This is an optimization exercise on Yosys and OpenROAD, whose aim is small area and a short achievable clock period, not a production implementation.
No functional check of the RTL was part of any run shown here.
No activity file was given, so power comes from the tool's default toggle rates.

## run.sh

```bash
#!/bin/bash
# synth_recipe.tcl (not shown) runs the flow's synth.tcl, then flattens the netlist and writes it again
# the make line also repeats each setting of config.mk as NAME=value (left out here)
make -C /OpenROAD-flow-scripts/flow DESIGN_CONFIG=/design/flow/config.mk WORK_HOME=/design/flow/orfs CLKGATE_MAP_FILE= SYNTH_SCRIPT=/design/flow/synth_recipe.tcl finish
```

## config.mk

```make
export PLATFORM = sky130hd
export DESIGN_NAME = cordic_top
export DESIGN_NICKNAME = cordic_top
export VERILOG_FILES = /design/flow/design.v
export SDC_FILE = /design/flow/constraint.sdc
export NUM_CORES = 4
export LEC_CHECK = 0
export ABC_AREA = 1
export CAP_MARGIN = 20
export CORE_MARGIN = 2
export CORE_UTILIZATION = 45
export CTS_BUF_LIST = sky130_fd_sc_hd__clkbuf_8
export SETUP_SLACK_MARGIN = 1.4
export SLEW_MARGIN = 20
```

## constraint.sdc

```tcl
create_clock -name core_clock -period 3.3 [get_ports {clk}]
set_input_delay 0.6600 -clock core_clock [delete_from_list [all_inputs] [get_ports {clk}]]
set_output_delay 0.6600 -clock core_clock [all_outputs]
set_load 0.01 [all_outputs]
```

## design.v

```verilog
module CORDIC_pipelined (
    input clk,
    input logic signed[15:0] angle,
    output logic signed[15:0] sin, cos
);
logic [15:0] t_in;
logic [15:0] a_q;
assign t_in = a_q - 16'd1;
logic [14:0] u0_q;
logic d0_q;
logic [14:0] u1;
logic [14:0] u1_q;
logic [1:0] i1_q;    
logic [15:0] v0;
assign v0 = {1'b0, u0_q} - 16'd12867;
logic [14:0] f1;
assign f1 = v0[14:0] ^ {15{v0[15]}};
assign u1 = f1;
logic [6:0] lpos;
logic [5:0] q0;
logic [5:0] tg;
cordic_htab htab_i (.d(u1_q[14:7]), .q({lpos, q0, tg}));
logic [5:0] q0_q;
logic [5:0] tg_q;
logic c_q;
logic [6:0] lo_q, lp_q;
assign c_q = lo_q >= lp_q;
logic [1:0] iq_q;
logic [5:0] late;
assign late = {(q0_q[5] ^ (c_q & tg_q[5])), (q0_q[4] ^ (c_q & tg_q[4])), (q0_q[3] ^ (c_q & tg_q[3])), (q0_q[2] ^ (c_q & tg_q[2])), (q0_q[1] ^ (c_q & tg_q[1])), (q0_q[0] ^ (c_q & tg_q[0]))};
logic [7:0] x0_q, x1_q, x2_q;    
logic [31:0] rom_d;
logic [45:0] rc_q;
logic rn114, rn132, rn215, rn46, rn80, rn689, rn40, rn69, rn107, rn369, rn131, rn99, rn335, rn124, rn310, rn79, rn101, rn563, rn460, rn233, rn243, rn143, rn139, rn662, rn60, rn93, rn425, rn316, rn411, rn247, rn135, rn349, rn113, rn70, rn557, rn223, rn184, rn116, rn121, rn371, rn610, rn691, rn533, rn571, rn333, rn239, rn127, rn442, rn100, rn632, rn109, rn483, rn188, rn140, rn674, rn163, rn268, rn648, rn53, rn311, rn631, rn548, rn81, rn253, rn363, rn174, rn108, rn152, rn660, rn358, rn370, rn266, rn205, rn255, rn157, rn343, rn302, rn348, rn690, rn513, rn565, rn544, rn605, rn204, rn94, rn303, rn556, rn550, rn270, rn95, rn77, rn141, rn647, rn122, rn71, rn627, rn57, rn731, rn717, rn144, rn329, rn350, rn461, rn577, rn171, rn125, rn115, rn133, rn756, rn694, rn532, rn644, rn443, rn484, rn102, rn419, rn365, rn320, rn242, rn592, rn209, rn50, rn269, rn189, rn657, rn164, rn732, rn645, rn378, rn42, rn590, rn364, rn211, rn176, rn201, rn664, rn683, rn667, rn638, rn142, rn359, rn372, rn549, rn611, rn195, rn41, rn267, rn220, rn90, rn158, rn376, rn110, rn742, rn663, rn578, rn653, rn429, rn642, rn606, rn297, rn334, rn312, rn558, rn344, rn76, rn252, rn256, rn258, rn172, rn224, rn566, rn82, rn96, rn206, rn59, rn97, rn476, rn453, rn713, rn668, rn382, rn628, rn295, rn185, rn51, rn117, rn462, rn739, rn725, rn718, rn695, rn145, rn554, rn134, rn698, rn304, rn534, rn704, rn677, rn543, rn420, rn342, rn244, rn271, rn103, rn432, rn339, rn692, rn444, rn637, rn366, rn280, rn196, rn321, rn298, rn43, rn518, rn737, rn675, rn624, rn633, rn336, rn525, rn591, rn531, rn529, rn221, rn210, rn508, rn136, rn44, rn279, rn202, rn478, rn551, rn276, rn379, rn665, rn623, rn360, rn612, rn240, rn584, rn263, rn190, rn523, rn91, rn111, rn743, rn377, rn330, rn351, rn257, rn579, rn541, rn559, rn118, rn98, rn314, rn289, rn709, rn669, rn658, rn394, rn383, rn313, rn323, rn83, rn317, rn179, rn305, rn254, rn173, rn231, rn52, rn225, rn226, rn178, rn61, rn467, rn56, rn740, rn696, rn684, rn387, rn402, rn288, rn146, rn78, rn733, rn463, rn652, rn699, rn572, rn361, rn545, rn707, rn153, rn345, rn274, rn272, rn693, rn245, rn433, rn639, rn367, rn299, rn197, rn283, rn515, rn524, rn352, rn540, rn535, rn530, rn212, rn509, rn104, rn738, rn676, rn659, rn281, rn728, rn373, rn607, rn593, rn198, rn222, rn137, rn479, rn384, rn666, rn630, rn400, rn318, rn45, rn625, rn241, rn264, rn552, rn92, rn492, rn744, rn380, rn191, rn654, rn331, rn560, rn472, rn749, rn705, rn25, rn315, rn629, rn585, rn564, rn730, rn322, rn259, rn249, rn526, rn180, rn119, rn489, rn72, rn741, rn710, rn685, rn649, rn324, rn84, rn207, rn227, rn175, rn468, rn456, rn58, rn54, rn186, rn714, rn697, rn403, rn636, rn147, rn734, rn614, rn165, rn678, rn583, rn469, rn154, rn388, rn306, rn362, rn546, rn708, rn573, rn458, rn640, rn555, rn519, rn232, rn290, rn300, rn246, rn284, rn332, rn598, rn661, rn353, rn516, rn374, rn542, rn536, rn213, rn510, rn138, rn480, rn719, rn385, rn670, rn392, rn47, rn681, rn587, rn199, rn105, rn454, rn390, rn671, rn646, rn265, rn567, rn427, rn192, rn346, rn260, rn561, rn490, rn473, rn706, rn414, rn319, rn325, rn126, rn85, rn580, rn527, rn228, rn120, rn445, rn62, rn55, rn745, rn726, rn296, rn250, rn73, rn604, rn177, rn208, rn410, rn187, rn615, rn166, rn679, rn650, rn39, rn586, rn753, rn470, rn711, rn368, rn155, rn389, rn620, rn574, rn48, rn459, rn398, rn520, rn234, rn408, rn375, rn307, rn291, rn285, rn337, rn354, rn273, rn621, rn599, rn547, rn159, rn720, rn406, rn248, rn634, rn537, rn481, rn455, rn386, rn396, rn200, rn106, rn148, rn588, rn347, rn514, rn501, rn715, rn415, rn128, rn568, rn229, rn485, rn446, rn63, rn434, rn428, rn301, rn282, rn123, rn86, rn754, rn735, rn261, rn562, rn491, rn326, rn167, rn686, rn608, rn181, rn214, rn412, rn193, rn700, rn528, rn727, rn24, rn395, rn680, rn651, rn616, rn712, rn500, rn596, rn471, rn391, rn156, rn477, rn450, rn464, rn399, rn641, rn575, rn49, rn409, rn381, rn292, rn672, rn521, rn401, rn393, rn338, rn355, rn203, rn112, rn622, rn251, rn286, rn635, rn275, rn435, rn407, rn397, rn626, rn553, rn160, rn421, rn517, rn505, rn235, rn457, rn424, rn497, rn486, rn439, rn64, rn589, rn600, rn581, rn569, rn493, rn416, rn327, rn129, rn168, rn609, rn182, rn701, rn538, rn506, rn447, rn430, rn423, rn755, rn746, rn413, rn417, rn216, rn729, rn617, rn723, rn502, rn404, rn597, rn474, rn74, rn23, rn308, rn482, rn451, rn465, rn262, rn87, rn356, rn422, rn293, rn287, rn426, rn22, rn340, rn277, rn643, rn161, rn511, rn26, rn236, rn673, rn576, rn436, rn19, rn21, rn716, rn721, rn65, rn594, rn570, rn522, rn494, rn418, rn130, rn438, rn498, rn487, rn440, rn747, rn38, rn169, rn613, rn183, rn217, rn682, rn10, rn507, rn736, rn405, rn655, rn448, rn618, rn503, rn601, rn309, rn466, rn341, rn75, rn431, rn722, rn278, rn294, rn582, rn724, rn539, rn18, rn237, rn149, rn17, rn441, rn66, rn595, rn495, rn162, rn37, rn512, rn499, rn488, rn750, rn748, rn35, rn602, rn230, rn194, rn687, rn656, rn619, rn20, rn449, rn328, rn67, rn357, rn475, rn437, rn150, rn88, rn170, rn504, rn496, rn28, rn751, rn603, rn12, rn238, rn218, rn702, rn688, rn33, rn452, rn68, rn13, rn36, rn16, rn27, rn151, rn89, rn752, rn219, rn14, rn11, rn703, rn15, rn30, rn31, rn32, rn29, rn34;
assign rn114 = ~x2_q[4];
assign rn132 = ~x2_q[2];
assign rn80 = ~x2_q[3];
assign rn689 = ~x2_q[0];
assign rn69 = ~(x2_q[2] | x2_q[1]);
assign rn131 = ~(x2_q[1] & x2_q[0]);
assign rn99 = ~(x2_q[1] | x2_q[0]);
assign rn124 = ~(x2_q[2] & x2_q[1]);
assign rn310 = ~(x2_q[0] | x2_q[3]);
assign rn101 = x2_q[3] | ~x2_q[2];
assign rn460 = x2_q[2] | ~x2_q[1];
assign rn143 = x2_q[2] & ~x2_q[1];
assign rn139 = x2_q[0] & ~x2_q[2];
assign rn662 = x2_q[1] | ~x2_q[0];
assign rn60 = x2_q[0] & ~x2_q[1];
assign rn93 = x2_q[1] & ~x2_q[0];
assign rn425 = x2_q[0] | ~x2_q[2];
assign rn135 = x2_q[2] | x2_q[1];
assign rn349 = x2_q[2] & x2_q[3];
assign rn113 = x2_q[2] & x2_q[0];
assign rn70 = x2_q[0] | x2_q[3];
assign rn223 = x2_q[1] & x2_q[0];
assign rn116 = x2_q[0] & x2_q[3];
assign rn333 = x2_q[1] ? x2_q[2] : x2_q[0];
assign rn109 = x2_q[2] & ~rn131;
assign rn483 = rn689 & ~rn124;
assign rn674 = rn80 & ~rn69;
assign rn648 = rn132 & ~rn99;
assign rn266 = x2_q[3] & ~rn460;
assign rn157 = rn662 & ~rn93;
assign rn343 = x2_q[2] & ~rn662;
assign rn513 = rn132 & ~rn60;
assign rn303 = rn60 | rn93;
assign rn141 = rn132 & ~rn223;
assign rn647 = rn425 | x2_q[1];
assign rn171 = rn116 | rn114;
assign rn644 = x2_q[3] ? rn132 : rn135;
assign rn172 = rn513 | rn343;
assign rn82 = rn648 | ~rn647;
assign rn543 = rn644 & ~rn266;
assign rn215 = ~rc_q[6];
assign rn46 = ~rc_q[5];
assign rn40 = ~rc_q[7];
assign rn107 = ~(rc_q[4] | rc_q[3]);
assign rn369 = ~(rc_q[2] | rc_q[3]);
assign rn335 = ~(rc_q[4] & rc_q[5]);
assign rn79 = ~(rc_q[2] | rc_q[0]);
assign rn563 = rc_q[1] & ~rc_q[3];
assign rn233 = rc_q[4] & ~rc_q[5];
assign rn243 = rc_q[3] & ~rc_q[1];
assign rn316 = rc_q[4] | ~rc_q[3];
assign rn411 = rc_q[0] & ~rc_q[5];
assign rn247 = rc_q[4] | rc_q[5];
assign rn557 = ~rc_q[10];
assign rn184 = ~rn79;
assign rn121 = rc_q[1] | rc_q[3];
assign rn371 = ~rn563;
assign rn610 = ~rn243;
assign rn691 = ~rc_q[39];
assign rn533 = ~rn233;
assign rn571 = ~rc_q[27];
assign rn239 = ~rc_q[11];
assign rn127 = ~rn247;
assign rn442 = ~(rn369 & rc_q[17]);
assign rn100 = ~(rc_q[10] & rc_q[4]);
assign rn632 = ~(rn107 & rc_q[16]);
assign rn188 = ~(rc_q[23] & rc_q[22]);
assign rn140 = ~(rc_q[39] & rc_q[22]);
assign rn163 = rc_q[3] & ~rc_q[10];
assign rn268 = ~(rc_q[16] & rc_q[22]);
assign rn53 = rc_q[9] & ~rc_q[38];
assign rn311 = rc_q[4] & ~rc_q[38];
assign rn631 = rc_q[15] | rc_q[9];
assign rn548 = ~(rc_q[21] | rn247);
assign rn81 = rn79 | rc_q[22];
assign rn253 = ~rn442;
assign rn363 = rn369 | rc_q[4];
assign rn174 = rn369 | rc_q[9];
assign rn108 = rn107 | rc_q[5];
assign rn152 = ~(rc_q[39] | rn121);
assign rn660 = rc_q[15] | rn46;
assign rn358 = rc_q[9] & ~rn563;
assign rn370 = rn369 | ~rn233;
assign rn205 = rc_q[27] | ~rc_q[16];
assign rn255 = rc_q[3] & ~rc_q[29];
assign rn302 = rc_q[23] & ~rc_q[39];
assign rn348 = rc_q[38] & ~rc_q[27];
assign rn690 = rc_q[21] & ~rc_q[38];
assign rn565 = rc_q[9] & ~rn243;
assign rn544 = rc_q[34] | rc_q[9];
assign rn605 = rc_q[39] | rc_q[22];
assign rn204 = rc_q[3] & ~rc_q[31];
assign rn94 = rc_q[28] | rc_q[3];
assign rn556 = rc_q[19] & ~rc_q[38];
assign rn550 = rc_q[31] | ~rc_q[1];
assign rn270 = rn243 | rc_q[9];
assign rn95 = rc_q[34] | rc_q[12];
assign rn77 = ~rc_q[32];
assign rn122 = rn121 & ~rc_q[5];
assign rn71 = rc_q[15] & ~rc_q[45];
assign rn627 = rc_q[11] & ~rc_q[10];
assign rn57 = rc_q[22] & ~rc_q[19];
assign rn731 = rc_q[40] | ~rn233;
assign rn717 = rc_q[2] & ~rc_q[13];
assign rn144 = rc_q[27] & ~rc_q[40];
assign rn329 = rc_q[11] | rc_q[4];
assign rn350 = rn243 | rc_q[11];
assign rn461 = rn316 | rc_q[13];
assign rn577 = rn247 | rc_q[22];
assign rn125 = rc_q[45] | rc_q[36];
assign rn115 = rc_q[31] | rc_q[9];
assign rn133 = rc_q[12] ? rc_q[0] : rc_q[17];
assign rn756 = rc_q[36] ? rc_q[0] : rc_q[38];
assign rn694 = rc_q[40] & rc_q[36];
assign rn532 = rc_q[33] & ~rc_q[22];
assign rn443 = rc_q[9] & ~rn442;
assign rn484 = ~(rc_q[37] | rn316);
assign rn102 = rc_q[21] & ~rn100;
assign rn419 = rn127 & ~rn442;
assign rn365 = ~(rn268 & rc_q[9]);
assign rn320 = ~(rn205 & rn691);
assign rn242 = rc_q[19] & ~rn188;
assign rn592 = rn127 & ~rn140;
assign rn209 = rc_q[32] & ~rc_q[33];
assign rn50 = rn239 & ~rn163;
assign rn269 = rc_q[0] & ~rn268;
assign rn189 = rn188 | ~rc_q[36];
assign rn657 = rn571 & ~rn188;
assign rn164 = rn163 & ~rc_q[18];
assign rn732 = rn127 & ~rc_q[18];
assign rn645 = rc_q[21] & ~rn631;
assign rn378 = rn371 & ~rn631;
assign rn42 = rc_q[18] | rc_q[3];
assign rn590 = rn81 & ~rn533;
assign rn364 = rn363 & ~rc_q[5];
assign rn211 = ~(rn95 & rc_q[3]);
assign rn176 = rc_q[17] & ~rn81;
assign rn201 = rc_q[18] | rc_q[4];
assign rn664 = ~(rc_q[30] & rn204);
assign rn683 = rn121 & ~rn174;
assign rn667 = rn268 | rc_q[13];
assign rn638 = ~(rn363 | rn627);
assign rn142 = ~(rn140 & rc_q[14]);
assign rn359 = rn358 & ~rc_q[12];
assign rn372 = rn371 & ~rn370;
assign rn549 = rn548 | rc_q[6];
assign rn611 = rn610 & ~rn370;
assign rn195 = rc_q[12] & ~rc_q[30];
assign rn41 = rn205 & ~rc_q[45];
assign rn267 = rc_q[25] & ~rc_q[0];
assign rn220 = rn163 & ~rn205;
assign rn90 = rc_q[3] & ~rn205;
assign rn158 = rc_q[22] & ~rc_q[30];
assign rn376 = rn46 & ~rc_q[25];
assign rn110 = rn108 | rc_q[18];
assign rn742 = rn302 & ~rc_q[3];
assign rn663 = rn46 & ~rc_q[30];
assign rn578 = ~(rn550 | rn577);
assign rn653 = ~(rn577 | rc_q[18]);
assign rn429 = ~(rn577 | rc_q[16]);
assign rn642 = ~(rn329 & rc_q[5]);
assign rn606 = rn544 | ~rn605;
assign rn297 = rc_q[9] & ~rn204;
assign rn334 = rn94 & ~rc_q[33];
assign rn312 = rc_q[41] | rc_q[37];
assign rn558 = rn557 & ~rn556;
assign rn344 = rc_q[41] | rc_q[9];
assign rn76 = rc_q[2] & ~rc_q[44];
assign rn252 = rc_q[25] | rc_q[4];
assign rn256 = rn255 | rc_q[9];
assign rn258 = rn690 | rn205;
assign rn224 = rn205 | rc_q[13];
assign rn566 = rn565 | rc_q[5];
assign rn96 = rn95 & ~rn94;
assign rn206 = rn204 & ~rn205;
assign rn59 = rn690 | rc_q[37];
assign rn97 = rc_q[4] & ~rn627;
assign rn476 = rc_q[16] & ~rn94;
assign rn453 = rn348 | rc_q[4];
assign rn713 = rn557 & ~rn605;
assign rn668 = rc_q[25] | rc_q[9];
assign rn382 = rc_q[3] & ~rc_q[14];
assign rn628 = rc_q[9] & ~rn627;
assign rn295 = rc_q[22] & ~rc_q[14];
assign rn185 = rn184 & ~rn94;
assign rn51 = rc_q[18] | rc_q[14];
assign rn117 = rn71 | rc_q[40];
assign rn462 = rc_q[16] & ~rn461;
assign rn739 = rn605 | rc_q[28];
assign rn725 = rc_q[44] | rc_q[3];
assign rn718 = rn717 | rn363;
assign rn695 = rn694 | ~rn53;
assign rn145 = rn144 | rc_q[9];
assign rn554 = rn255 | rn329;
assign rn134 = rn133 | rc_q[22];
assign rn698 = rn411 & rn329;
assign rn304 = rc_q[22] ? rc_q[44] : rn302;
assign rn534 = rn532 | rn533;
assign rn704 = rc_q[22] ? rc_q[14] : rc_q[30];
assign rn677 = rc_q[3] ? rn95 : rn550;
assign rn420 = ~(rn419 & rc_q[7]);
assign rn342 = ~(rn50 & rn188);
assign rn244 = ~(rn242 | rn243);
assign rn271 = ~(rn270 | rn269);
assign rn103 = rc_q[5] & ~rn102;
assign rn432 = rn102 & ~rn46;
assign rn339 = rn215 & ~rn419;
assign rn692 = ~(rn320 & rc_q[4]);
assign rn444 = rn443 | rc_q[5];
assign rn637 = ~(rn42 & rc_q[4]);
assign rn366 = rn365 | rn40;
assign rn280 = rc_q[3] & ~rn320;
assign rn196 = ~(rn195 | rc_q[34]);
assign rn321 = rn107 & ~rn320;
assign rn298 = ~(rn195 | rn188);
assign rn43 = ~(rn41 | rn42);
assign rn518 = rc_q[4] & ~rn657;
assign rn737 = rc_q[4] & ~rn50;
assign rn675 = rn610 & ~rn209;
assign rn624 = rc_q[5] & ~rn645;
assign rn633 = rn632 & ~rn378;
assign rn336 = ~(rn334 | rn335);
assign rn525 = rn242 | rc_q[4];
assign rn591 = rn590 & ~rn209;
assign rn531 = ~(rc_q[24] & rc_q[22]);
assign rn529 = rc_q[19] & ~rn211;
assign rn221 = ~(rn220 | rn96);
assign rn210 = rn209 | rc_q[9];
assign rn508 = rn50 & ~rn201;
assign rn136 = rc_q[19] & ~rn42;
assign rn44 = rn201 & ~rn107;
assign rn279 = ~(rn269 | rn256);
assign rn202 = rn201 & ~rn108;
assign rn478 = rn42 | rc_q[10];
assign rn551 = rn364 & rn550;
assign rn276 = rc_q[6] & ~rn653;
assign rn379 = rn378 | rc_q[7];
assign rn665 = rn664 & rn358;
assign rn623 = rn359 | rn215;
assign rn360 = rn359 | rn46;
assign rn612 = rn611 | rc_q[7];
assign rn240 = rn195 | rc_q[34];
assign rn584 = rn41 | rc_q[9];
assign rn263 = rn220 | rc_q[4];
assign rn190 = rn90 | rc_q[9];
assign rn523 = rn220 | rc_q[9];
assign rn91 = rn90 | rc_q[4];
assign rn111 = rn110 | rn102;
assign rn743 = rn742 | rn694;
assign rn377 = rn365 | rn376;
assign rn330 = rn329 & ~rn297;
assign rn351 = rn350 & ~rn312;
assign rn257 = rn184 & ~rn256;
assign rn579 = rn578 | rn215;
assign rn541 = rc_q[45] & ~rn224;
assign rn559 = rn211 & ~rn558;
assign rn118 = rc_q[24] & ~rc_q[22];
assign rn98 = rn96 | ~rn97;
assign rn314 = rc_q[43] & ~rc_q[22];
assign rn289 = rn258 & ~rc_q[9];
assign rn709 = rn97 & ~rn302;
assign rn669 = rn667 & ~rn668;
assign rn658 = rn657 | ~rn97;
assign rn394 = rc_q[5] & ~rn628;
assign rn383 = rn127 & ~rn382;
assign rn313 = rn311 & ~rn312;
assign rn323 = rn125 & ~rn256;
assign rn83 = rc_q[24] & ~rn81;
assign rn317 = rn312 | rn316;
assign rn179 = rn312 | rc_q[4];
assign rn305 = rn76 | rn195;
assign rn254 = rn252 | rn253;
assign rn173 = rc_q[8] | rc_q[43];
assign rn231 = rn312 | rn77;
assign rn52 = rn50 | ~rn51;
assign rn225 = rn224 & rn107;
assign rn226 = rn51 & ~rn316;
assign rn178 = rc_q[43] | rc_q[3];
assign rn61 = rn59 | rc_q[34];
assign rn467 = rn97 & rn121;
assign rn56 = rn713 | rc_q[9];
assign rn740 = rn739 & ~rn657;
assign rn696 = rn258 & ~rn695;
assign rn684 = rc_q[3] & ~rn51;
assign rn387 = rn382 | rc_q[5];
assign rn402 = rn46 & ~rn51;
assign rn288 = rn71 | rn252;
assign rn146 = rn142 & ~rn145;
assign rn78 = rn76 | rn77;
assign rn733 = rn732 & ~rn725;
assign rn463 = rn462 | rc_q[5];
assign rn652 = rn533 | rn51;
assign rn699 = rn698 | rn429;
assign rn572 = rn571 & ~rn304;
assign rn361 = rc_q[4] & ~rc_q[26];
assign rn545 = rc_q[26] & ~rn544;
assign rn707 = rc_q[3] ? rc_q[35] : rc_q[43];
assign rn153 = ~(rn280 | rn255);
assign rn345 = rn342 & ~rn344;
assign rn274 = rn233 & ~rn244;
assign rn272 = rn271 & ~rn267;
assign rn693 = rn59 & ~rn692;
assign rn245 = rn244 & ~rc_q[13];
assign rn433 = rn432 | rc_q[6];
assign rn639 = rn637 & ~rn638;
assign rn367 = rn364 & ~rn366;
assign rn299 = rn125 & ~rn298;
assign rn197 = rc_q[3] & ~rn196;
assign rn283 = rn196 | rc_q[3];
assign rn515 = ~(rn263 | rc_q[37]);
assign rn524 = ~(rn523 | rn298);
assign rn352 = ~(rn351 | rn348);
assign rn540 = rn525 & ~rn358;
assign rn535 = rn531 & ~rn534;
assign rn530 = rn127 & ~rn529;
assign rn212 = rn211 & ~rn210;
assign rn509 = rn508 & ~rn444;
assign rn104 = ~(rn103 & rn98);
assign rn738 = rn737 | rc_q[5];
assign rn676 = rn675 | rc_q[4];
assign rn659 = ~(rn658 & rn252);
assign rn281 = rn279 & ~rn280;
assign rn728 = rn518 & ~rn529;
assign rn373 = rn633 | rn46;
assign rn607 = rn478 & ~rn606;
assign rn593 = rn592 | rn591;
assign rn198 = ~(rn231 & rc_q[4]);
assign rn222 = rn221 | rc_q[9];
assign rn137 = rn136 | rc_q[4];
assign rn479 = rn267 | rn44;
assign rn384 = rc_q[25] & ~rn379;
assign rn666 = rc_q[5] & ~rn665;
assign rn630 = ~(rn247 & rn387);
assign rn400 = rn624 & rc_q[20];
assign rn318 = ~(rn317 & rn46);
assign rn45 = rn43 | rn44;
assign rn625 = rn624 & ~rn623;
assign rn241 = rn239 & ~rn240;
assign rn264 = rn189 & ~rn263;
assign rn552 = rn551 | rn549;
assign rn92 = rn91 | ~rn59;
assign rn492 = rn111 & ~rn370;
assign rn744 = rn743 & ~rn335;
assign rn380 = rn377 & ~rn379;
assign rn191 = rn189 & ~rn190;
assign rn654 = ~(rn276 & rn652);
assign rn331 = rc_q[5] & ~rn330;
assign rn560 = rc_q[4] & ~rn559;
assign rn472 = rn233 & ~rn118;
assign rn749 = rn518 & ~rn314;
assign rn705 = rn289 & ~rn704;
assign rn25 = rn383 & ~rc_q[6];
assign rn315 = rn313 & ~rn314;
assign rn629 = rc_q[6] & ~rn394;
assign rn585 = rn584 | rn558;
assign rn564 = rn190 | rn563;
assign rn730 = rn240 | rc_q[3];
assign rn322 = rn317 & ~rn321;
assign rn259 = rn257 & rn258;
assign rn249 = rn46 & ~rn173;
assign rn526 = rn52 & ~rn525;
assign rn180 = rn178 & ~rn179;
assign rn119 = rn117 | rn118;
assign rn489 = rn61 & ~rn91;
assign rn72 = rn118 | rc_q[9];
assign rn741 = rc_q[9] & ~rn740;
assign rn710 = rn709 | rn46;
assign rn685 = rn683 & ~rn684;
assign rn649 = rn118 | rn363;
assign rn324 = rn323 | rn46;
assign rn84 = rn78 & ~rn83;
assign rn207 = rn461 & rn179;
assign rn227 = rn225 | rn226;
assign rn175 = rn173 & rn174;
assign rn468 = rn467 | rn46;
assign rn456 = rn226 | rn46;
assign rn58 = rn56 | rn57;
assign rn54 = rn52 & rn53;
assign rn186 = rn226 | rn201;
assign rn714 = rn56 | rc_q[22];
assign rn697 = rn696 | rn46;
assign rn403 = rn402 | rc_q[6];
assign rn636 = rn253 | rn387;
assign rn147 = rn146 | rn46;
assign rn734 = rn733 | rc_q[6];
assign rn614 = rc_q[4] ? rn304 : rn351;
assign rn165 = rn361 | ~rn637;
assign rn678 = rn544 & ~rn361;
assign rn583 = ~(rn153 & rn42);
assign rn469 = rc_q[22] ? rn550 : rn305;
assign rn154 = ~(rn153 | rc_q[31]);
assign rn388 = rn387 ? rn127 : rc_q[4];
assign rn306 = rn305 ^ rc_q[22];
assign rn362 = rn360 | rn361;
assign rn546 = rn545 | rn46;
assign rn708 = rn707 | rc_q[4];
assign rn573 = rn153 & ~rn572;
assign rn458 = rn153 & ~rn756;
assign rn640 = rc_q[5] & ~rn639;
assign rn555 = rn299 & ~rn554;
assign rn519 = rn518 & ~rn197;
assign rn232 = rn231 & ~rn197;
assign rn290 = rn289 & ~rn197;
assign rn300 = rn299 & rn297;
assign rn246 = ~(rn245 | rn241);
assign rn284 = rn283 & ~rn270;
assign rn332 = ~(rn331 & rn283);
assign rn598 = rn233 & ~rn352;
assign rn661 = rn659 & ~rn660;
assign rn353 = rn352 & ~rn107;
assign rn516 = rn515 | rn46;
assign rn374 = rn373 & ~rn372;
assign rn542 = rn541 | rn540;
assign rn536 = rn535 | rn215;
assign rn213 = rn212 | rn46;
assign rn510 = rn509 | rc_q[6];
assign rn138 = rn134 & ~rn137;
assign rn480 = rn478 & ~rn479;
assign rn719 = rn664 & ~rn198;
assign rn385 = rn384 & ~rn247;
assign rn670 = rn666 & ~rn669;
assign rn392 = rc_q[3] & ~rn373;
assign rn47 = rn46 & ~rn45;
assign rn681 = rn90 & rn676;
assign rn587 = rn241 & ~rn525;
assign rn199 = rn197 | rn198;
assign rn105 = rn92 & ~rn104;
assign rn454 = ~(rn58 | rn41);
assign rn390 = rn630 | rn394;
assign rn671 = rn666 | rn329;
assign rn646 = rn400 | rc_q[6];
assign rn265 = rn264 | rn46;
assign rn567 = rn564 & ~rn566;
assign rn427 = rn730 & ~rn731;
assign rn192 = rn191 | rn46;
assign rn346 = rn322 & ~rn345;
assign rn260 = rn254 & ~rn259;
assign rn561 = rn560 | rn46;
assign rn490 = rn98 & ~rn489;
assign rn473 = rn472 | rc_q[6];
assign rn706 = rn705 | rc_q[5];
assign rn414 = rn46 & ~rn685;
assign rn319 = rn318 | rn315;
assign rn325 = rn322 & ~rn324;
assign rn126 = rn125 & ~rn119;
assign rn85 = rc_q[4] & ~rn84;
assign rn580 = rn579 | rn249;
assign rn527 = rn526 | rn46;
assign rn228 = rn222 & ~rn227;
assign rn120 = rn119 | rn115;
assign rn445 = rn72 | rn57;
assign rn62 = rn61 & ~rn58;
assign rn55 = rc_q[5] & ~rn54;
assign rn745 = rn744 | rn741;
assign rn726 = rn725 & ~rn186;
assign rn296 = rn72 | rn295;
assign rn250 = rn249 | rc_q[6];
assign rn73 = rn71 | rn72;
assign rn604 = ~(rn583 & rc_q[9]);
assign rn177 = rn176 | rn175;
assign rn208 = rn206 | rn207;
assign rn410 = rn697 | rn693;
assign rn187 = rn185 | rn186;
assign rn615 = rn46 & ~rn614;
assign rn166 = rn165 & ~rn164;
assign rn679 = rn677 & ~rn678;
assign rn650 = rn165 & ~rc_q[11];
assign rn39 = rn629 ^ rc_q[7];
assign rn586 = rn583 & ~rn585;
assign rn753 = rc_q[9] & ~rn469;
assign rn470 = rn469 & ~rn257;
assign rn711 = rn708 & ~rn710;
assign rn368 = rn362 & ~rn367;
assign rn155 = rn154 | rc_q[9];
assign rn389 = rn388 | rc_q[6];
assign rn620 = rn362 | rn215;
assign rn574 = rn127 & ~rn573;
assign rn48 = rn233 & ~rn458;
assign rn459 = rn458 | rc_q[9];
assign rn398 = rn636 & ~rn640;
assign rn520 = rn364 & ~rn519;
assign rn234 = rn233 & ~rn232;
assign rn408 = ~(rn670 | rn663);
assign rn375 = ~(rn374 & rc_q[7]);
assign rn307 = rc_q[4] ? rn304 : rn306;
assign rn291 = rn288 & ~rn290;
assign rn285 = rn202 & ~rn284;
assign rn337 = rn332 & ~rn336;
assign rn354 = rn46 & ~rn353;
assign rn273 = ~(rn272 | rn265);
assign rn621 = rn374 & ~rn549;
assign rn599 = rn598 | rn40;
assign rn547 = rn542 & ~rn546;
assign rn159 = rn138 & ~rn158;
assign rn720 = rn718 & ~rn719;
assign rn406 = rn661 | rn630;
assign rn248 = rn246 | rn247;
assign rn634 = rn215 & ~rn392;
assign rn537 = rn536 | rn530;
assign rn481 = rn480 | rn46;
assign rn455 = rn453 & ~rn454;
assign rn386 = rn385 | rn215;
assign rn396 = rn642 | rn392;
assign rn200 = rn199 | ~rn140;
assign rn106 = rc_q[6] & ~rn105;
assign rn148 = rn147 | rn138;
assign rn588 = rn587 | rn46;
assign rn347 = rc_q[5] & ~rn346;
assign rn514 = rn199 | rc_q[42];
assign rn501 = rn105 | rc_q[6];
assign rn715 = rn706 & ~rn714;
assign rn415 = rn414 & ~rn384;
assign rn128 = rn127 & ~rn126;
assign rn568 = rn567 | rn215;
assign rn229 = rc_q[5] & ~rn228;
assign rn485 = rn120 & ~rn484;
assign rn446 = rn445 & ~rn444;
assign rn63 = rn62 | ~rn55;
assign rn434 = rn738 & ~rn745;
assign rn428 = rn427 | rn215;
assign rn301 = rn296 & ~rn300;
assign rn282 = rn281 | rn265;
assign rn123 = rn120 | ~rn122;
assign rn86 = rn55 & ~rn85;
assign rn754 = rn445 & ~rc_q[5];
assign rn735 = rn734 | rn427;
assign rn261 = rn260 | rn46;
assign rn562 = rn561 | rn555;
assign rn491 = rn490 | rn46;
assign rn326 = rn325 | rn215;
assign rn167 = ~(rn166 | rn108);
assign rn686 = rn414 | rc_q[6];
assign rn608 = rn604 & ~rn607;
assign rn181 = rn177 & ~rn180;
assign rn214 = rn208 & ~rn213;
assign rn412 = rn410 & ~rn411;
assign rn193 = rn187 & ~rn192;
assign rn700 = rn410 & ~rn699;
assign rn528 = rn527 | rn524;
assign rn727 = rn726 | rn46;
assign rn24 = rn215 ? rn383 : rn385;
assign rn395 = ~(rn389 | rn394);
assign rn680 = rn676 & ~rn679;
assign rn651 = rn649 & ~rn650;
assign rn616 = rn615 | rn40;
assign rn712 = rn706 & ~rn711;
assign rn500 = rn444 | rn166;
assign rn596 = rn207 | rn753;
assign rn471 = rn470 | rn468;
assign rn391 = rn390 & ~rn389;
assign rn156 = rn155 | rn152;
assign rn477 = rn155 | rn476;
assign rn450 = rn48 | ~rn276;
assign rn464 = rn459 & ~rn463;
assign rn399 = rn215 & ~rn398;
assign rn641 = rn247 & ~rn398;
assign rn575 = rn574 | rc_q[6];
assign rn49 = rn47 | rn48;
assign rn409 = rn215 & ~rn408;
assign rn381 = rn375 & ~rn380;
assign rn292 = rc_q[5] & ~rn291;
assign rn672 = rn671 & ~rn408;
assign rn521 = rn520 | rc_q[6];
assign rn401 = ~(rn386 | rn400);
assign rn393 = ~(rn386 | rn392);
assign rn338 = rn307 | rc_q[5];
assign rn355 = rc_q[6] & ~rn354;
assign rn203 = ~(rn202 & rn200);
assign rn112 = ~(rn111 & rn106);
assign rn622 = rn620 & ~rn621;
assign rn251 = rn248 & ~rn250;
assign rn286 = rn285 | rn215;
assign rn635 = rn390 & ~rn634;
assign rn275 = rn274 | rn273;
assign rn435 = ~(rn433 | rn434);
assign rn407 = rn406 & ~rn386;
assign rn397 = rn396 & ~rn386;
assign rn626 = rn625 | rn621;
assign rn553 = rn552 | rn547;
assign rn160 = rn159 | rn46;
assign rn421 = rn720 | rn46;
assign rn517 = rn514 & ~rn516;
assign rn505 = ~(rn181 | rn108);
assign rn235 = ~(rn234 | rn214);
assign rn457 = rn456 | rn455;
assign rn424 = ~(rn749 | rn727);
assign rn497 = rn122 & ~rn485;
assign rn486 = rn376 & ~rn485;
assign rn439 = rn339 & ~rn434;
assign rn64 = rn63 & ~rc_q[6];
assign rn589 = rn588 | rn586;
assign rn600 = rn599 | rn347;
assign rn581 = rn261 & ~rn580;
assign rn569 = rn562 & ~rn568;
assign rn493 = rn491 & ~rn492;
assign rn416 = rn415 | rn215;
assign rn327 = rn319 & ~rn326;
assign rn129 = rn128 | rc_q[6];
assign rn168 = rn106 & ~rn167;
assign rn609 = rc_q[5] & ~rn608;
assign rn182 = rn46 & ~rn181;
assign rn701 = rc_q[6] & ~rn700;
assign rn538 = rn528 & ~rn537;
assign rn506 = rn229 | rn215;
assign rn447 = rn446 | rc_q[6];
assign rn430 = rn428 | rn429;
assign rn423 = ~(rn715 | rn712);
assign rn755 = rn754 | rn215;
assign rn746 = rn434 | rn215;
assign rn413 = rn412 | rc_q[6];
assign rn417 = rc_q[5] & ~rn680;
assign rn216 = rn214 | rn215;
assign rn729 = rn728 | rn727;
assign rn617 = rn337 & ~rn616;
assign rn723 = rn339 & ~rn712;
assign rn502 = rn500 & ~rn501;
assign rn404 = rn651 | rn46;
assign rn597 = rn46 & ~rn596;
assign rn474 = rn471 & ~rn473;
assign rn74 = rn467 | ~rn596;
assign rn23 = rn391 | ~rn386;
assign rn308 = rc_q[5] ? rn301 : rn307;
assign rn482 = rn477 & ~rn481;
assign rn451 = rn63 & ~rn450;
assign rn465 = rn464 | rn215;
assign rn262 = ~(rn261 & rn251);
assign rn87 = rn86 | rn49;
assign rn356 = rn355 & ~rn347;
assign rn422 = ~(rn420 & rn421);
assign rn293 = rn251 & ~rn292;
assign rn287 = rn282 & ~rn286;
assign rn426 = ~(rn424 & rc_q[23]);
assign rn22 = rn395 | rn393;
assign rn340 = rn338 & rn339;
assign rn277 = rn276 & ~rn275;
assign rn643 = rc_q[6] ? rn641 : rn396;
assign rn161 = rn156 & ~rn160;
assign rn511 = rn235 & ~rn510;
assign rn26 = rn215 ? rn368 : rn381;
assign rn236 = rn235 & ~rn215;
assign rn673 = rn215 ? rn406 : rn672;
assign rn576 = rn575 | rn275;
assign rn436 = rn435 | rc_q[7];
assign rn19 = rn409 | rn407;
assign rn21 = rn399 | rn397;
assign rn716 = ~(rn423 & rn339);
assign rn721 = rn421 | rn215;
assign rn65 = rn64 & ~rn49;
assign rn594 = rn589 & ~rn593;
assign rn570 = rn553 & ~rn569;
assign rn522 = rn521 | rn517;
assign rn494 = rn215 & ~rn493;
assign rn418 = ~(rn416 | rn417);
assign rn130 = rn129 | ~rn123;
assign rn438 = rn428 | rn424;
assign rn498 = rn497 | rn215;
assign rn487 = rn486 | rn215;
assign rn440 = rn439 | rn40;
assign rn747 = rn746 & ~rc_q[7];
assign rn38 = rn635 ^ rc_q[7];
assign rn169 = rn168 | rn40;
assign rn613 = rn612 | rn609;
assign rn183 = rn182 | rc_q[6];
assign rn217 = rn203 & ~rn216;
assign rn682 = rn417 & ~rn681;
assign rn10 = rc_q[7] ? rn622 : rn626;
assign rn507 = rn506 | rn505;
assign rn736 = rn729 & ~rn735;
assign rn405 = rn404 & ~rn403;
assign rn655 = rn404 & ~rn654;
assign rn448 = rn74 & ~rn46;
assign rn618 = rn617 | rn215;
assign rn503 = rn502 | rn40;
assign rn601 = rn600 | rn597;
assign rn309 = rn308 | rc_q[6];
assign rn466 = rn457 & ~rn465;
assign rn341 = ~(rn340 & rn337);
assign rn75 = rc_q[5] ? rn74 : rn73;
assign rn431 = rn426 & ~rn430;
assign rn722 = ~(rn721 & rn716);
assign rn278 = rn262 & ~rn277;
assign rn294 = rn293 | rn287;
assign rn582 = rn576 & ~rn581;
assign rn724 = rn721 & ~rn723;
assign rn539 = rn522 & ~rn538;
assign rn18 = rn413 & ~rn418;
assign rn237 = rn236 | rn40;
assign rn149 = rn148 & ~rn130;
assign rn17 = rn386 ? rn422 : rn423;
assign rn441 = rn438 & ~rn440;
assign rn66 = rn65 | rn40;
assign rn595 = rn594 | rc_q[7];
assign rn495 = rn494 | rc_q[7];
assign rn162 = rn161 | rn130;
assign rn37 = rn643 ^ rn40;
assign rn512 = rn507 & ~rn511;
assign rn499 = rn498 | rn161;
assign rn488 = rn487 | rn482;
assign rn750 = rn736 & ~rn424;
assign rn748 = rn747 & ~rn736;
assign rn35 = rn673 ^ rn40;
assign rn602 = ~(rn601 & rn215);
assign rn230 = rn229 | rn183;
assign rn194 = rn193 | rn183;
assign rn687 = rn686 | rn682;
assign rn656 = rn646 & ~rn655;
assign rn619 = rn613 & ~rn618;
assign rn20 = rn405 | rn401;
assign rn449 = rn447 | rn448;
assign rn328 = rn309 & ~rn327;
assign rn67 = rn755 | rn448;
assign rn357 = rn341 & ~rn356;
assign rn475 = rn474 | rn466;
assign rn437 = rn436 | rn431;
assign rn150 = rn112 & ~rn149;
assign rn88 = rc_q[6] ? rn75 : rn87;
assign rn170 = rn162 & ~rn169;
assign rn504 = rn499 & ~rn503;
assign rn496 = rn488 & ~rn495;
assign rn28 = rc_q[7] ? rn278 : rn294;
assign rn751 = rn746 & ~rn750;
assign rn603 = rn595 & ~rn602;
assign rn12 = rn40 ? rn570 : rn582;
assign rn238 = rn230 & ~rn237;
assign rn218 = rn194 & ~rn217;
assign rn702 = rn687 & ~rn701;
assign rn688 = rn417 & ~rn687;
assign rn33 = rc_q[7] ? rn722 : rn724;
assign rn452 = rn449 & ~rn451;
assign rn68 = rn67 & ~rn66;
assign rn13 = rc_q[7] ? rn512 : rn539;
assign rn36 = rn656 ^ rc_q[7];
assign rn16 = rn437 & ~rn441;
assign rn27 = rn40 ? rn328 : rn357;
assign rn151 = rn40 & ~rn150;
assign rn89 = rn40 & ~rn88;
assign rn752 = rc_q[7] & ~rn751;
assign rn219 = rn40 & ~rn218;
assign rn14 = rn504 | rn496;
assign rn11 = rn619 | rn603;
assign rn703 = rn702 ^ rn40;
assign rn15 = rc_q[7] ? rn452 : rn475;
assign rn30 = rn170 | rn151;
assign rn31 = rn89 | rn68;
assign rn32 = rn752 | rn748;
assign rn29 = rn238 | rn219;
assign rn34 = rn703 | rn688;
assign rom_d = {rn40, rn40, rn39, rn38, rn37, rn36, rn35, rn34, rn33, rn32, rn31, rn30, rn29, rn28, rn27, rn26, rn25, rn24, rn23, rn22, rn21, rn20, rn19, rn18, rn17, rn16, rn15, rn14, rn13, rn12, rn11, rn10};
always_ff @(posedge clk) begin
    a_q <= angle;
    u0_q <= t_in[14:0] ^ {15{t_in[15]}};
    d0_q <= ~t_in[15];
    u1_q <= u1;
    i1_q <= {d0_q, v0[15]};
    q0_q <= q0;
    tg_q <= tg;
    lo_q <= u1_q[6:0];
    lp_q <= lpos;
    iq_q <= i1_q;
    x0_q <= {iq_q, late};
    x1_q <= x0_q;
    x2_q <= x1_q;
    rc_q[0] <= x2_q[0];
    rc_q[1] <= x2_q[1];
    rc_q[2] <= x2_q[2];
    rc_q[3] <= x2_q[3];
    rc_q[4] <= x2_q[4];
    rc_q[5] <= x2_q[5];
    rc_q[6] <= x2_q[6];
    rc_q[7] <= x2_q[7];
    rc_q[8] <= rn171;
    rc_q[9] <= rn114;
    rc_q[10] <= rn99;
    rc_q[11] <= rn349;
    rc_q[12] <= rn132;
    rc_q[13] <= rn223;
    rc_q[14] <= rn141;
    rc_q[15] <= rn69;
    rc_q[16] <= rn460;
    rc_q[17] <= rn131;
    rc_q[18] <= rn109;
    rc_q[19] <= rn135;
    rc_q[20] <= rn644;
    rc_q[21] <= rn101;
    rc_q[22] <= rn80;
    rc_q[23] <= rn425;
    rc_q[24] <= rn82;
    rc_q[25] <= rn266;
    rc_q[26] <= rn543;
    rc_q[27] <= rn143;
    rc_q[28] <= rn93;
    rc_q[29] <= rn662;
    rc_q[30] <= rn157;
    rc_q[31] <= rn113;
    rc_q[32] <= rn674;
    rc_q[33] <= rn333;
    rc_q[34] <= rn60;
    rc_q[35] <= rn689;
    rc_q[36] <= rn124;
    rc_q[37] <= rn483;
    rc_q[38] <= rn310;
    rc_q[39] <= rn139;
    rc_q[40] <= rn116;
    rc_q[41] <= rn343;
    rc_q[42] <= rn513;
    rc_q[43] <= rn172;
    rc_q[44] <= rn303;
    rc_q[45] <= rn70;
    {sin, cos} <= rom_d;
end
endmodule
module cordic_htab(d, q);
  input [7:0] d;
  wire [7:0] d;
  output [18:0] q;
  wire [18:0] q;
  wire _0_;
  wire _10_;
  wire _11_;
  wire _12_;
  wire _13_;
  wire _14_;
  wire _15_;
  wire _16_;
  wire _17_;
  wire _18_;
  wire _19_;
  wire _1_;
  wire _20_;
  wire _21_;
  wire _22_;
  wire _23_;
  wire _24_;
  wire _25_;
  wire _26_;
  wire _27_;
  wire _28_;
  wire _29_;
  wire _2_;
  wire _30_;
  wire _31_;
  wire _32_;
  wire _33_;
  wire _34_;
  wire _35_;
  wire _36_;
  wire _37_;
  wire _38_;
  wire _39_;
  wire _3_;
  wire _40_;
  wire _41_;
  wire _42_;
  wire _43_;
  wire _44_;
  wire _45_;
  wire _46_;
  wire _47_;
  wire _48_;
  wire _49_;
  wire _4_;
  wire _50_;
  wire _51_;
  wire _52_;
  wire _53_;
  wire _54_;
  wire _55_;
  wire _56_;
  wire _57_;
  wire _58_;
  wire _59_;
  wire _5_;
  wire _60_;
  wire _61_;
  wire _62_;
  wire _63_;
  wire _64_;
  wire _65_;
  wire _66_;
  wire _67_;
  wire _68_;
  wire _69_;
  wire _6_;
  wire _70_;
  wire _71_;
  wire _72_;
  wire _73_;
  wire _74_;
  wire _7_;
  wire _8_;
  wire _9_;
  assign _23_ = ~d[5];
  assign _22_ = ~_47_;
  assign q[0] = _25_ | _28_;
  assign _21_ = _30_ & ~(_23_);
  assign q[11] = _34_ & ~(_21_);
  assign _20_ = q[11] & _29_;
  assign _19_ = _20_ | _24_;
  assign _18_ = d[6] & d[5];
  assign _17_ = _18_ & ~(_47_);
  assign _16_ = _17_ | d[7];
  assign _15_ = d[1] & ~(_16_);
  assign q[6] = _15_ ^ _19_;
  assign q[1] = q[0] & ~(q[6]);
  assign _14_ = ~(_42_ | _46_);
  assign _13_ = ~(_14_ & q[1]);
  assign q[4] = _22_ & ~(_13_);
  assign q[5] = q[4] & ~(_23_);
  assign q[18] = _24_ & ~(q[5]);
  assign _12_ = _21_ | _37_;
  assign q[16] = q[18] & ~(_12_);
  assign _11_ = d[2] & ~(d[1]);
  assign _10_ = ~(_11_ | _47_);
  assign _9_ = _28_ & ~(_10_);
  assign _8_ = _9_ | ~(_13_);
  assign _7_ = _47_ & ~(_23_);
  assign _6_ = _8_ & ~(_7_);
  assign q[15] = _37_ ? d[5] : _6_;
  assign _5_ = d[3] & ~(_41_);
  assign _4_ = _5_ | d[4];
  assign _3_ = ~(_5_ | _40_);
  assign _2_ = _11_ & ~(_47_);
  assign _1_ = ~(_2_ | _3_);
  assign _0_ = ~(_1_ | d[1]);
  assign _74_ = _22_ & ~(_0_);
  assign _73_ = _4_ & ~(_74_);
  assign _72_ = _28_ & ~(_73_);
  assign _71_ = ~(_34_ | _42_);
  assign _70_ = ~(_71_ | _29_);
  assign _69_ = ~(_70_ & _1_);
  assign _68_ = d[4] & ~(_40_);
  assign _67_ = _68_ | _38_;
  assign _66_ = _69_ & ~(_67_);
  assign q[14] = _66_ | _72_;
  assign _65_ = _70_ ^ _1_;
  assign q[13] = q[0] & ~(_65_);
  assign _64_ = _23_ & ~(_47_);
  assign _63_ = _14_ & ~(_64_);
  assign q[12] = q[1] & ~(_63_);
  assign _62_ = ~(d[6] & d[1]);
  assign _61_ = _62_ & ~(d[2]);
  assign _60_ = _61_ | _16_;
  assign _59_ = _60_ | ~(_13_);
  assign _58_ = _22_ & ~(_59_);
  assign _57_ = _58_ | _23_;
  assign _56_ = _64_ & ~(_59_);
  assign _55_ = _56_ | d[7];
  assign q[10] = _57_ & ~(_55_);
  assign _54_ = _59_ | ~(d[3]);
  assign _53_ = d[4] | d[7];
  assign _52_ = _54_ & ~(_53_);
  assign q[9] = _52_ | _58_;
  assign _51_ = ~(d[3] | d[7]);
  assign q[8] = _59_ ? _51_ : d[3];
  assign _50_ = q[1] & ~(_14_);
  assign _49_ = _42_ & ~(q[11]);
  assign _48_ = ~(_49_ | _59_);
  assign q[7] = _48_ | _50_;
  assign q[3] = d[3] & ~(_13_);
  assign q[2] = ~_13_;
  assign _47_ = ~(d[3] & d[4]);
  assign _46_ = ~(d[2] | d[1]);
  assign _45_ = _46_ | _47_;
  assign _44_ = d[0] | d[7];
  assign _43_ = d[6] & ~(_44_);
  assign _42_ = d[2] & d[1];
  assign _41_ = d[5] & ~(_42_);
  assign _40_ = _41_ & ~(d[3]);
  assign _39_ = _40_ & ~(d[4]);
  assign _38_ = _39_ | ~(_43_);
  assign _37_ = _45_ & ~(_38_);
  assign _36_ = _37_ & ~(d[5]);
  assign _35_ = ~(d[0] | d[5]);
  assign _34_ = ~(d[6] | d[7]);
  assign _33_ = d[0] ^ d[5];
  assign _32_ = ~(d[2] | d[0]);
  assign _31_ = _32_ | _45_;
  assign _30_ = d[2] & ~(_47_);
  assign _29_ = _33_ ? _31_ : _30_;
  assign _28_ = _34_ & ~(_29_);
  assign _27_ = _28_ & ~(_35_);
  assign q[17] = _27_ | _36_;
  assign _26_ = d[5] & ~(_45_);
  assign _25_ = _43_ & ~(_26_);
  assign _24_ = _25_ | _27_;
endmodule
module cordic_top (
    input  logic clk,
    input  logic signed[15:0] angle,
    output logic signed[15:0] sin, cos
);
    CORDIC_pipelined dut_basic(
        .clk(clk),
        .angle(angle),
        .sin(sin),
        .cos(cos)
    );
endmodule
```

==> results of run 1 <==
through the flow:
| stage | total power [mW] | cells | hold WS (ps) | util, % | cell area [sq um] |
|---|---|---|---|---|---|
| detailed placement | 8.76 | 1325 | 312 | 49.7 | 8860 |
| finish | 10.9 | 1371 | 324 | 54.3 | 9690 |
| global placement | 8.88 | 1325 | 310 | 49.7 | 8860 |
| floorplan | 6.56 | 1062 | 310 | - | 8110 |
| global route | 11.6 | 1371 | 333 | 54.3 | 9690 |
| CTS | 10.3 | 1363 | 332 | 52.6 | 9390 |
area by class of cell:
| cell class | instances | area (sq um) | share of cell area, % |
|---|---|---|---|
| Inverter | 143 | 554 | 5.72 |
| Multi-Input combinational cell | 708 | 4100 | 42.3 |
| Tap cell | 229 | 287 | 2.96 |
| Clock inverter | 15 | 189 | 1.95 |
| Clock buffer | 17 | 234 | 2.41 |
| Sequential cell | 178 | 3590 | 37.1 |
| Timing Repair Buffer | 81 | 733 | 7.57 |
state kept, by name, indices dropped and copies added, names as in the netlist, 8 cells and up:
| name | flops |
|---|---|
| dut_basic.rc_q | 46 |
| dut_basic.x0_q | 8 |
| dut_basic.u0_q | 15 |
| dut_basic.a_q | 16 |
| dut_basic.cos | 16 |
| dut_basic.sin | 15 |
| dut_basic.u1_q | 15 |
| dut_basic.x2_q | 8 |
| dut_basic.x1_q | 8 |
placed cells by master, fill, tap and decap left out, drive strengths merged, types with 2 or more instances in the layout:
| cell type | n |
|---|---|
| o31ai | 9 |
| xor2 | 39 |
| a21oi | 41 |
| nand3 | 80 |
| clkinv | 6 |
| buf | 33 |
| inv | 151 |
| o311ai | 4 |
| ha | 22 |
| nand2 | 214 |
| a32oi | 2 |
| xnor2 | 24 |
| o21a | 2 |
| nand4 | 5 |
| clkbuf | 17 |
| nor3 | 15 |
| nand3b | 2 |
| nor4 | 3 |
| nor2 | 106 |
| o21ai | 94 |
| o211ai | 16 |
| clkdlybuf4s50 | 16 |
| dlygate4sd2 | 32 |
| a31oi | 8 |
| o22ai | 9 |
| o2111ai | 3 |
| dfxtp | 178 |
cell families after synthesis:
group,share of synthesized area (%)
AND/OR/NAND/NOR,22.4
flip-flops,43.9
adder cells (fa/ha/maj),3.39
XOR/XNOR,7.68
AO/OA/AOI/OAI,14.0
buffers and inverters,8.56
worst max path at each step:
stage	endpoint	slack [ps]	cells past startpoint
2_1_floorplan	dut_basic.lp_q[4]$_DFF_P_	1440	16
3_3_place_gp	dut_basic.cos[5]$_DFF_P_	1000	12
3_5_place_dp	dut_basic.lp_q[4]$_DFF_P_	1080	15
4_1_cts	dut_basic.lp_q[4]$_DFF_P_	1380	15
5_1_grt	dut_basic.cos[5]$_DFF_P_	1330	13
6_report	dut_basic.cos[1]$_DFF_P_	1400	8
what timing repair did:
action	CTS	global route
pin swaps	2	14
setup endpoints to repair	95	43
endpoints found under the hold margin	0	0
gates resized for setup	65	83
hold buffers	0	0
buffers inserted	6	8
routing by layer:
metal,vias up,GRT usage [%]
met5,-,0
met4,0,23.4
met3,138,7.62
met2,403,50.6
met1,3420,32.9
li1,3573,-
power by group:
group          internal [mW]  switching [mW]
logic                   1.85            3.88
clock network          0.650           0.915
registers               2.97           0.631
total                   5.47            5.42
==> flow_results.org, run 1 <==
** STA
- Achievable clock frequency :: roughly 530 MHz
- Adding up every negative setup slack in the final design gives 0 ps.
- Measured against its own limit, the worst slew margin works out to 57.0%.
- Final min period :: ~1900 ps
- After layout, the worst setup slack is roughly 1400 ps.
- Final Max Slew Viols :: 0
- For the pin with the worst max-slew slack, the measured transition is roughly 640 ps.
- After layout, the worst path uses 57.7% of the clock period.
- # setup viols final :: 0
- Fin. Hold Viols :: 0
- Setup repair after global routing could not meet its margin everywhere.
- Clock skew on the completed layout was measured at between 20 and 25 ps.

** Yosys
- Area fraction of the dominant cell type after synthesis :: a little over two fifths
- By count the netlist is led by sky130_fd_sc_hd__nand2_1 (212), sky130_fd_sc_hd__dfxtp_1 (178), sky130_fd_sc_hd__inv_1 (131).
- After synthesis, the mean cell area works out to between 7 and 8 sq um.
- Share of flip-flops with an asynchronous set or reset after synthesis :: 0%
- For this run, the number of Yosys warnings is 1.
- The synthesized design contains 0 enable-type register cells.
- Summing the sequential cell areas from Yosys gives between 40% and 50% of the chip area.
- Post-synthesis register bit count :: 178
- The cell area that synthesis handed to floorplanning was 8110 sq um.
- Main area contributors after synthesis :: sky130_fd_sc_hd__dfxtp_1 (44%), sky130_fd_sc_hd__nand2_1 (9.8%), sky130_fd_sc_hd__inv_1 (6.1%), sky130_fd_sc_hd__nand3_1 (4.8%), sky130_fd_sc_hd__nor2_1 (4.6%)
- After technology mapping, the gate count stands at 1,062.
- Post-synth cell types :: 49
- Syn Nets :: between 1,000 and 1,500
- Library cell with the highest instance count after synthesis :: sky130_fd_sc_hd__nand2_1
- Leading area contributor after synthesis :: sky130_fd_sc_hd__dfxtp_1
- Post-synth top flop :: sky130_fd_sc_hd__dfxtp_1

** Worst setup path
- The slowest stage of the critical path belongs to the cell sky130_fd_sc_hd__o21ai_0.
- Arrival time of data at the critical path endpoint :: 2340 ps
- Element type at the critical path start :: flip-flop
- The largest single stage delay on the critical path is roughly 460 ps.
- Combined buffer and inverter count along the critical path :: 2
- Worst reg2reg startpoint :: dut_basic.rc_q[4]$_DFF_P_
- The signal on the critical path passes through buf_4 -> nor2_2 -> a21oi_1 -> o21ai_0 -> inv_1 -> o311ai_1 -> nand3_1 -> nand2_1.
- Maximum fanout encountered on the critical timing path :: 14
- The setup check on the worst reg-to-reg path leaves a slack of around 1400 ps.
- Worst R2R End :: dut_basic.cos[1]$_DFF_P_
- Cells on worst reg2reg path :: 8
- Critical Path End Type :: flip-flop
- Req. time, crit path :: approximately 3700 ps
- The most critical setup path has its startpoint at dut_basic.rc_q[4]$_DFF_P_.
- Classification of the worst setup path :: reg2reg
- Crit-path leading delay family :: compound AO/OA/AOI/OAI gates

** Worst hold path
- Hold-critical path endpoint :: dut_basic.lo_q[4]$_DFF_P_
- Hold Startpoint :: dut_basic.u1_q[4]$_DFF_P_
- WHS Path Cells :: 0
- Class of the worst hold path :: reg2reg

** Clock network
- Clock transition time at the flip-flop clock pins of the worst setup and hold paths :: between 100 and 150 ps
- H-tree level count :: 4
- TritonCTS built the clock tree.
- # clock sinks :: 178
- Clock root cell :: sky130_fd_sc_hd__clkbuf_8
- Total clock buffers created by CTS :: 17
- For the worst-skew pair, the clock arrives at the later sink with an insertion delay of between 400 and 500 ps.
- In this run the deepest clock path goes through 2 buffers.

** Route
- Drt first pass iters :: 6
- The routed design uses 2180 um of met3 wire.
- After detailed routing, the number of remaining DRC violations is 0.
- Top routing layer used :: met4
- Antenna Violating Nets Remaining :: 0
- Total number of vias :: around 7,500
- Detailed routing placed a total of between 10,000 and 15,000 um of wire on met2.
- Routed WL :: between 20,000 and 30,000 um
- Wirelength per Cell :: approximately 21 um
- Using the TritonRoute via totals, the vias-per-cell ratio works out to around 5.5.
- For this block, wires on met1 add up to about 10,000 um.
- Number of violations reported at the end of detailed-routing iteration 0 :: around 600

** Global route
- The first global-routing pass estimated about 44,000 um of wire.
- Global-route total usage across every layer :: a little under a third
- Pin count of the biggest net entering global routing :: 33
- The number of global-route vias before repair came to between 7,000 and 8,000.
- Global routing finished with a remaining overflow of 0.
- The number of antenna violations at the first check in global routing was 0.

** Cells and area
- The area growth from synthesis to layout is 19.5%.
- After filler insertion, the fill cell instance count of the layout stands at about 1,800.
- The number of antenna diodes in the final layout is 0.
- The final layout contains 1,168 nets.
- Fraction of final layout cells sized beyond drive strength 1 :: between 10% and 20%

** Power and ir drop
- Largest vdd supply drop :: approximately 0.52 mV
- Cell area power density :: about 1100 nW/um^2
- For this design the static power due to leakage is 4.49 nW.

** Placed design
- Input and output buffers added on the ports amount to 48.
- Routability cong. :: roughly 1.1
- The HPWL after detailed placement is ~22,000 um.
- Prior to clock tree synthesis, the placed netlist has a worst setup slack of around 1100 ps.

** Die
- IO Count :: between 40 and 50
- Starting utilization of the core area :: approximately 45%
- Die Area :: 19,100 sq um
- Measured along the x axis, the die boundary spans between 100 and 150 um.
- Number of rows in the core area :: 49
- Core Box Area :: around 18,000 sq um
- Die Span Y :: ~140 um

** Flow run
- Number of max-capacitance violations reported :: 0

** Status
- Result of the run :: timing/DRC/antenna clean
==> run 2, diff against run 1 <==
==> flow/run.sh (new file) <==
#!/bin/bash
# The standard layout (standard.sh: the standard flow's synthesis and ORFS flow, unchanged), except:
# - the port buffers ORFS puts on every input and output are plain buffers
#   (sky130_fd_sc_hd__buf_1) instead of the delay buffer buffer_ports picks by default;
# - clock tree synthesis gets ORFS's usual arguments plus -dont_use_dummy_load, so it
#   adds no load-only inverters to the clock tree.
set -euo pipefail
export BUFFER_PORTS_ARGS="-buffer_cell sky130_fd_sc_hd__buf_1"
export CTS_ARGS="-sink_clustering_enable -repair_clock_nets -buf_list sky130_fd_sc_hd__clkbuf_8 -dont_use_dummy_load"
bash standard.sh > standard.log 2>&1
==> standard.sh (new file) <==
#!/bin/bash
# synth_recipe.tcl (not shown) runs the flow's synth.tcl, then flattens the netlist and writes it again
# the make line also repeats each setting of config.mk as NAME=value (left out here)
make -C /OpenROAD-flow-scripts/flow DESIGN_CONFIG=/design/flow/config.mk WORK_HOME=/design/flow/orfs CLKGATE_MAP_FILE= SYNTH_SCRIPT=/design/flow/synth_recipe.tcl "${@:-finish}"
removed: run.sh
==> flow_results.org, run 2 <==
** STA
- Skew final :: 37.8 ps
- Final min period :: around 1900 ps
- Final Max Slew Viols :: 0
- Max-slew headroom :: 59.5%
- Setup repair after global routing could not meet its margin everywhere.
- Hold is met by 275 ps.
- Static timing analysis puts the maximum clock frequency at 521 MHz.
- Post-route setup TNS :: 0 ps
- The final critical path takes up roughly 58% of the cycle.
- Fin. Hold Viols :: 0
- # setup viols final :: 0
- Slew at the pin with the worst max-slew slack :: 607 ps

** Worst setup path
- Counting stages on the worst path, the most repeated cell is sky130_fd_sc_hd__nand2_1.
- The most critical setup path has its endpoint at dut_basic.cos[3]$_DFF_P_.
- The critical path crosses 7 cells after its start point.
- Req. time, crit path :: about 3700 ps
- The largest individual stage delay along the critical path comes from the cell sky130_fd_sc_hd__dfxtp_4.
- For the worst flop-to-flop path, the logic depth is 7.
- In this run the critical register-to-register path is captured at dut_basic.cos[3]$_DFF_P_.
- In this run the critical register-to-register path is launched from dut_basic.rc_q[3]$_DFF_P_.
- Crit-path cells :: buf_4 -> nand2_1 -> o21ai_0 -> nand3_1 -> nand2_1 -> nor3_1 -> o31ai_1
- Worst setup slack for register-to-register paths :: between 1000 and 1500 ps
- In this run the worst setup path begins at dut_basic.rc_q[3]$_DFF_P_.
- By startpoint and endpoint, the worst setup path is classified as reg2reg.
- Largest incremental delay on the critical path :: ~460 ps
- Maximum fanout encountered on the critical timing path :: 11
- STA classifies the critical path startpoint as a flip-flop.
- Data on the critical path arrives at its endpoint at approximately 2300 ps.
- STA classifies the critical path endpoint as a flip-flop.
- Counting both buffers and inverters, the worst setup path holds a total of 1.
- The cell family contributing the most delay on the critical path is compound AO/OA/AOI/OAI gates.

** Yosys
- Count of flip-flops with a built-in enable after synthesis :: 0
- After synthesis, the most frequently instantiated cells are sky130_fd_sc_hd__nand2_1 (212), sky130_fd_sc_hd__dfxtp_1 (178), sky130_fd_sc_hd__inv_1 (131).
- Post-synthesis register bit count :: approximately 180
- Main area contributors after synthesis :: sky130_fd_sc_hd__dfxtp_1 (44%), sky130_fd_sc_hd__nand2_1 (9.8%), sky130_fd_sc_hd__inv_1 (6.1%), sky130_fd_sc_hd__nand3_1 (4.8%), sky130_fd_sc_hd__nor2_1 (4.6%)
- For this run, the number of Yosys warnings is 1.
- Share of flip-flops with an asynchronous set or reset after synthesis :: 0%
- Library cell with the highest instance count after synthesis :: sky130_fd_sc_hd__nand2_1
- After synthesis, the mean cell area works out to ~7.6 sq um.
- Cells after synthesis :: between 1,000 and 1,500
- Summed over all instances, the cell type with the most area after synthesis is sky130_fd_sc_hd__dfxtp_1.
- Cell area after technology mapping :: between 8000 and 9000 sq um
- Area fraction of the dominant cell type after synthesis :: around 44%
- Syn Nets :: approximately 1,100
- Post-synth cell types :: around 50
- Sequential share of the synthesized area :: 43.9%
- The most used flip-flop cell after synthesis is sky130_fd_sc_hd__dfxtp_1.

** Cells and area
- For this run, the post-layout net count is between 1,000 and 1,500.
- Most used cells in the layout excluding fill and tap cells :: sky130_fd_sc_hd__nand2_1 (200), sky130_fd_sc_hd__dfxtp_1 (162), sky130_fd_sc_hd__inv_1 (129)
- The register with the most flip-flops in the layout has 46 of them.
- Commonest non-fill, non-tap cell in the layout :: sky130_fd_sc_hd__nand2_1
- Register ranked first by flip-flop count :: dut_basic.rc_q
- Counting the fill cells in the layout gives about 1,800.
- Synth-to-Final Area Change :: 14.2%
- Once layout is complete, the cells apart from fillers number 1,359.
- Antenna diode count :: 0
- Fraction of final layout cells sized beyond drive strength 1 :: 13.8%

** Flow run
- Number of max-capacitance violations reported :: 0

** Placed design
- Input and output buffers added on the ports amount to 48.
- Routability cong. :: between 1 and 1.5
- The HPWL after detailed placement is about 22,000 um.
- Counting tap cells, the placed design contains a total of around 1,300 instances.

** Route
- Post-route DRC violation count :: 0
- Across all layers, the routed design uses roughly 7,700 vias.
- Dividing the detail-routed via count by the number of cells gives 5.63.
- The count of nets left with antenna violations once routing finished came out at 0.
- Wirelength per Cell :: 21.3 um
- The first routing iteration left between 700 and 800 violations.
- For this run, the detailed router's first-pass iteration total came to 7.
- The routed design has between 20,000 and 30,000 um of wire.

** Power and ir drop
- Fraction of power consumed by combinational cells :: 54.1%
- For this design the ratio of total power to cell area is between 1000 and 1500 nW/um^2.
- Largest vdd supply drop :: between 0.5 and 0.6 mV
- Total power consumption of the routed design :: between 10 and 15 mW
- Sequential cells burn between 30% and 40% of the power.
- Cell internal power was estimated by the tool at around 5.2 mW.
- Summed over all cells, the static leakage comes to roughly 4.2 nW.
- Part of the power in the clock network :: about 11%
- Sw frac :: 50.6%
- Summed over all nets, the switching power comes to ~5.3 mW.

** Die
- In this run the horizontal extent of the chip is between 100 and 150 um.
- Number of rows in the core area :: between 40 and 50
- In this run the vertical extent of the chip is roughly 140 um.
- just under 50 I/O pins were placed.
- The die covers about 19,000 sq um.
- Core Box Area :: 17,800 sq um
- The initial utilization of the core area, before any placement, comes to a little under half.

** Global route
- Entering global routing, the biggest net connects 33 pins.
- Global routing consumed, over all layers together, around 30% of the routing resources.
- For this run the aggregate overflow at the end of global routing stands at 0.
- Vias in the first global route :: 7,404
- The first global-routing pass estimated around 44,000 um of wire.
- Antenna violations before repair :: 0

** Clock network
- CTS built an H-tree with a depth of 4.
- The tree built by TritonCTS fans out to 178 sinks.
- The later pin in the worst-skew pair is clocked with a latency of between 400 and 500 ps.
- Total clock buffers created by CTS :: 17
- The tree is rooted in a sky130_fd_sc_hd__clkbuf_8.
- TritonCTS built the clock tree.
- After clock tree synthesis, the clock-pin slew on the worst setup and hold paths is roughly 100 ps.
- Max Buffers Root-to-Sink :: 2

** Status
- Result of the run :: timing/DRC/antenna clean

** Worst hold path
- The tightest min-delay check is of the in2reg type.
run 2: layer usage:
layer / part of all wire [%] / GRT usage (%) / wire length, um
met5: 0 / 0 / 0
met4: 8.3 / 21.3 / 2410
met3: 7.9 / 6.34 / 2280
met2: 47 / 51.5 / 13700
met1: 36 / 33.8 / 10600
run 2: logic make-up after synthesis:
logic type / synth area share [%]
AO/OA/AOI/OAI: 14.0
buffers and inverters: 8.56
AND/OR/NAND/NOR: 22.4
XOR/XNOR: 7.68
adder cells (fa/ha/maj): 3.39
flip-flops: 43.9
run 2: power groups by stage:
stage          combinational [mW]  clock (mW)  sequential (mW)
3_3_place_gp                 5.09           0             3.61
5_1_grt                      6.04        1.25             3.72
6_report                     5.64        1.14             3.65
3_5_place_dp                 4.96           0             3.60
4_1_cts                      5.10        1.18             3.58
2_1_floorplan                3.15           0             3.40
run 2: timing repair:
item / in CTS / in global routing
buffers inserted: 6 / 12
gates cloned: 0 / 0
resized for setup: 36 / 78
pin swaps: 1 / 13
hold buffers: 0 / 0
endpoints found under the setup margin: 74 / 39
run 2: how the worst min path moves through the flow:
| stage | startpoint | endpoint | slack [ps] | cells past startpoint |
|---|---|---|---|---|
| floorplan | dut_basic.d0_q$_DFF_P_ | dut_basic.i1_q[1]$_DFF_P_ | 310 | 0 |
| global placement | dut_basic.x1_q[2]$_DFF_P_ | dut_basic.x2_q[2]$_DFF_P_ | 310 | 0 |
| CTS | angle[13] | dut_basic.a_q[13]$_DFF_P_ | 250 | 1 |
| detailed placement | dut_basic.x2_q[6]$_DFF_P_ | dut_basic.rc_q[6]$_DFF_P_ | 310 | 0 |
| finish | angle[13] | dut_basic.a_q[13]$_DFF_P_ | 280 | 1 |
| global route | angle[13] | dut_basic.a_q[13]$_DFF_P_ | 250 | 1 |
run 2: per-stage QoR:
stage	util (%)	cell area, sq um	worst slack, ps
after detailed placement	47.9	8550	986
after global routing	51.9	9260	1320
after CTS	50.2	8950	1320
after floorplan	-	8110	1440
final	51.9	9260	1380
after global placement	47.9	8550	928
run 2: cell type report:
cell class,instances,area [sq um],area share (%)
multi-input combinational,708,4100,44.3
sequential,178,3600,38.9
timing repair buffer,84,487,5.26
clock buffer,17,234,2.53
inverter,143,554,5.99
tap,229,287,3.09
run 2: worst reg2reg max path, cell delays in order, from the launching register on:
cell	delay [ps]
sky130_fd_sc_hd__dfxtp_4	460
sky130_fd_sc_hd__buf_4	260
sky130_fd_sc_hd__nand2_1	150
sky130_fd_sc_hd__o21ai_0	350
sky130_fd_sc_hd__nand3_1	190
sky130_fd_sc_hd__nand2_1	130
sky130_fd_sc_hd__nor3_1	50
sky130_fd_sc_hd__o31ai_1	240
